Source: an optimization exercise on an open RTL-to-GDS flow (aim: small area). Production flows keep margins and buffers that such runs may drop.
At most, simulation tests tie the RTL to the original design; equivalence was not proved.
Power and IR drop assume default switching activity.

## eth_rmii
module eth_rmii(
	input	wire						sys_rst_n,
	input	wire						rmii_clk,
	input	wire						rmii_rxdv,
	input	wire	[1:0]				rmii_rxdata,
	output	wire						rmii_txen,
	output	wire	[1:0]				rmii_txdata,
	output	wire						rmii_rst,
	output	wire						udp_rxstart,
	output	wire						udp_rxend,
	output	wire						udp_rxdv,
	output	wire	[7:0]				udp_rxdata,
	output	wire	[15:0]				udp_rxamount,
	output	wire	[15:0]				udp_rxnum,
	input	wire						udp_txstart,
	input	wire	[15:0]				udp_txamount,
	input	wire	[7:0]				udp_txdata,
	output	wire						udp_txreq,
	output	wire						udp_txbusy
);
Size in the first run: ~35000 µm² of cells after synthesis.
Settings: LEC_CHECK=0, CAP_MARGIN=20, CORE_MARGIN=2, CORE_UTILIZATION=50, CTS_BUF_LIST=sky130_fd_sc_hd__clkbuf_16, CTS_CLUSTER_DIAMETER=100, CTS_CLUSTER_SIZE=24, GPL_TIMING_DRIVEN=0, SLEW_MARGIN=20; clock period 10.0 ns.
standard.sh (not shown) runs the stock make flow with config.mk's settings and CLKGATE_MAP_FILE= SYNTH_SCRIPT=/design/flow/synth_recipe.tcl, a recipe that flattens the netlist after the stock synthesis.
==> flow/flow/run.sh <==
#!/bin/bash
export BUFFER_PORTS_ARGS="-buffer_cell sky130_fd_sc_hd__buf_1"
bash standard.sh > standard.log 2>&1
Change:
CAP_MARGIN = 0   (was 20)
SLEW_MARGIN = 0   (was 20)
Effect:
- The changed run completed with no timing, DRC or antenna violations
- final cell count barely changes
- fmax increases by 1.1%
- combinational power is about the same

* * *

## amber
eth_rmii, a different RTL version from the one above (not shown whole).
For scale: roughly 2500 cells after synthesis, about 0.030 mm² of cells after synthesis.
Settings: LEC_CHECK=0, CAP_MARGIN=20, CORE_MARGIN=2, CORE_UTILIZATION=70, CTS_BUF_LIST=sky130_fd_sc_hd__clkbuf_16, CTS_CLUSTER_DIAMETER=100, CTS_CLUSTER_SIZE=27, PLACE_DENSITY=0.8, SLEW_MARGIN=20; clock period 10.0 ns.
==> flow/flow/run.sh <==
#!/bin/bash
# Layout flow: the standard flow (standard.sh) with three changes.
#  1. Synthesis maps the logic for area: no full/half adder cell extraction
#     (ADDER_MAP_FILE empty) and ABC's default mapping script instead of the
#     ORFS speed script. Every step before ABC is the standard one, so the
#     registers are the standard synthesis's, with the same names and cells.
#  2. The port buffers use the smallest buffer cell.
# Each tool's full output goes to standard.log in this folder (plus ORFS's own logs).
set -euo pipefail
HERE=$(pwd)
sed -e 's#^\(\s*\)log_cmd abc {\*}$abc_args#\1log_cmd abc {*}$lib_args {*}$lib_dont_use_args#' \
  "$FLOW_HOME/scripts/synth.tcl" > "$HERE/synth_area.tcl"
grep -q 'log_cmd abc {\*}$lib_args {\*}$lib_dont_use_args' "$HERE/synth_area.tcl"
sed -e "s#source \$::env(SCRIPTS_DIR)/synth.tcl#source $HERE/synth_area.tcl#" synth_recipe.tcl > "$HERE/synth_recipe_area.tcl"
grep -q "source $HERE/synth_area.tcl" "$HERE/synth_recipe_area.tcl"
sed -e "s#SYNTH_SCRIPT=[^ ]*#SYNTH_SCRIPT=$HERE/synth_recipe_area.tcl#" standard.sh > "$HERE/standard_area.sh"
grep -q "SYNTH_SCRIPT=$HERE/synth_recipe_area.tcl" "$HERE/standard_area.sh"
export ADDER_MAP_FILE=
export BUFFER_PORTS_ARGS="-buffer_cell sky130_fd_sc_hd__buf_1"
bash "$HERE/standard_area.sh" > standard.log 2>&1
amber finished every step from synthesis to the final layout, and the layout passed the timing, DRC and antenna checks.
### amber -> lagoon
- PLACE_DENSITY removed (was 0.8)
In terms of final cell area excluding filler cells, lagoon and amber differ only marginally.
The higher post-DP HPWL of lagoon and amber is in amber.
Between lagoon and amber, the difference in final core utilization is negligible.
The weighted congestion reported at the end of routability-driven placement of lagoon is higher than that of amber.
Diff lagoon and amber: first-iteration DRC count lower in lagoon
Number of non-clock buffers in the layout: lagoon higher than amber
For the global routing met2 resource utilization, lagoon came in 1.6 points lower than amber did.
The number of iterations in the first detailed-routing pass reported for lagoon is greater than that of amber by 3.
Combinational group share of total power (lagoon over amber): decrease, 0.3 points
Sort lagoon and amber by clock period minus final worst setup slack, descending, and amber comes first.
Comparing lagoon with amber, the leakage power total came out essentially unchanged.
The following lists how harbor was set up differently from lagoon:
- swapping 27 for 24 in CTS_CLUSTER_SIZE
Results
harbor: all stages complete, timing, DRC and antenna checks passed. Compared with lagoon, harbor degrades first-pass GRT wire length. As far as share of synthesized registers carrying an async set or reset goes, lagoon and harbor are indistinguishable; the numbers are identical. Against lagoon, harbor comes in 0.045 ns higher on setup slack. On internal power of the cells, harbor does worse than lagoon.
Input-level comparison between indigo and harbor:
- swapping 70 for 75 in CORE_UTILIZATION
Findings:
- From indigo to harbor, area share of fa/ha/maj cells after synthesis did not move at all.
- The global-route wire length before repair reported for indigo is greater than that of harbor by 3700 µm.
- Changes observed in indigo relative to harbor: power consumption lower, total detailed-routing wirelength higher, critical path depth roughly the same, clock network power lower.
- Looking at critical path startpoint, the u4_udp_gmii_tx.udp_rest[4]$_DFFE_PP_ result is from harbor; the u4_udp_gmii_tx.udp_rest[5]$_DFFE_PP_ one comes from indigo.

* * *

eth_rmii, a different RTL version from the one above (not shown whole).
Size in the first run: ~2600 cells after synthesis, ~670 flip-flops, roughly 31000 um^2 of cells after synthesis.
==> flow/config.mk <==
export PLATFORM = sky130hd
export DESIGN_NAME = eth_rmii
export DESIGN_NICKNAME = eth_rmii
export VERILOG_FILES = /design/flow/design.v
export SDC_FILE = /design/flow/constraint.sdc
export NUM_CORES = 4
export LEC_CHECK = 0
export CAP_MARGIN = 20
export CORE_MARGIN = 2
export CORE_UTILIZATION = 60
export CTS_BUF_LIST = sky130_fd_sc_hd__clkbuf_16
export CTS_CLUSTER_DIAMETER = 100
export CTS_CLUSTER_SIZE = 24
export SLEW_MARGIN = 20
==> flow/constraint.sdc <==
create_clock -name core_clock -period 10.0 [get_ports {rmii_clk}]
set_input_delay 2.0000 -clock core_clock [delete_from_list [all_inputs] [get_ports {rmii_clk}]]
set_output_delay 2.0000 -clock core_clock [all_outputs]
set_load 0.01 [all_outputs]
Scripts as last shown in full above: flow/flow/run.sh
The starting point went through all stages and came out clean.
==> next run, changes <==
Settings changed: CORE_UTILIZATION 60 to 70.
Effect: Global-route usage climbs by 4.8 points. Setup slack is better by 0.0042 ns. Cell count falls by 2.7%. Wire length went down by 0.83%. Non-clock buffer count decreases by 5.
No run of this note included a check of the RTL's function; only the layout flow was run.

-- static timing again, ports no longer ideal --
The results above use ideal ports. As a check the final layouts listed here were re-extracted and re-timed, cells and wires unchanged. Step 1 sets driving cells, clkbuf_16 on the clock port and buf_2 on the other inputs (assumed; they add their load-dependent delay and slew). Step 2 also shifts input and output timing later by t, the mid clock arrival at the registers, as if the neighbouring blocks saw the same clock. Slacks: no drivers / after step 1 / after step 2; pairs: no drivers / after step 1.
run | shift t [ns] | slack for setup (ns) | slew at the worst register clock pin (ns) | worst data-port slew with drivers (ns)
the first run of note 1 | 0.652 | 0.444 / 0.444 / 0.444 | 0.10 / 0.10 | 0.04
the second run of note 1 | 0.657 | 0.544 / 0.544 / 0.544 | 0.10 / 0.10 | 0.04
amber | 0.675 | 0.678 / 0.678 / 0.678 | 0.12 / 0.12 | 0.04
lagoon | 0.672 | 0.689 / 0.689 / 0.689 | 0.12 / 0.12 | 0.05
harbor | 0.644 | 0.735 / 0.735 / 0.735 | 0.11 / 0.11 | 0.05
indigo | 0.689 | 0.342 / 0.342 / 0.342 | 0.11 / 0.11 | 0.04
the first run of note 3 | 0.649 | 0.462 / 0.462 / 0.462 | 0.10 / 0.10 | 0.05
the second run of note 3 | 0.634 | 0.466 / 0.466 / 0.466 | 0.11 / 0.11 | 0.04
After both steps setup and hold are still met in every run listed.
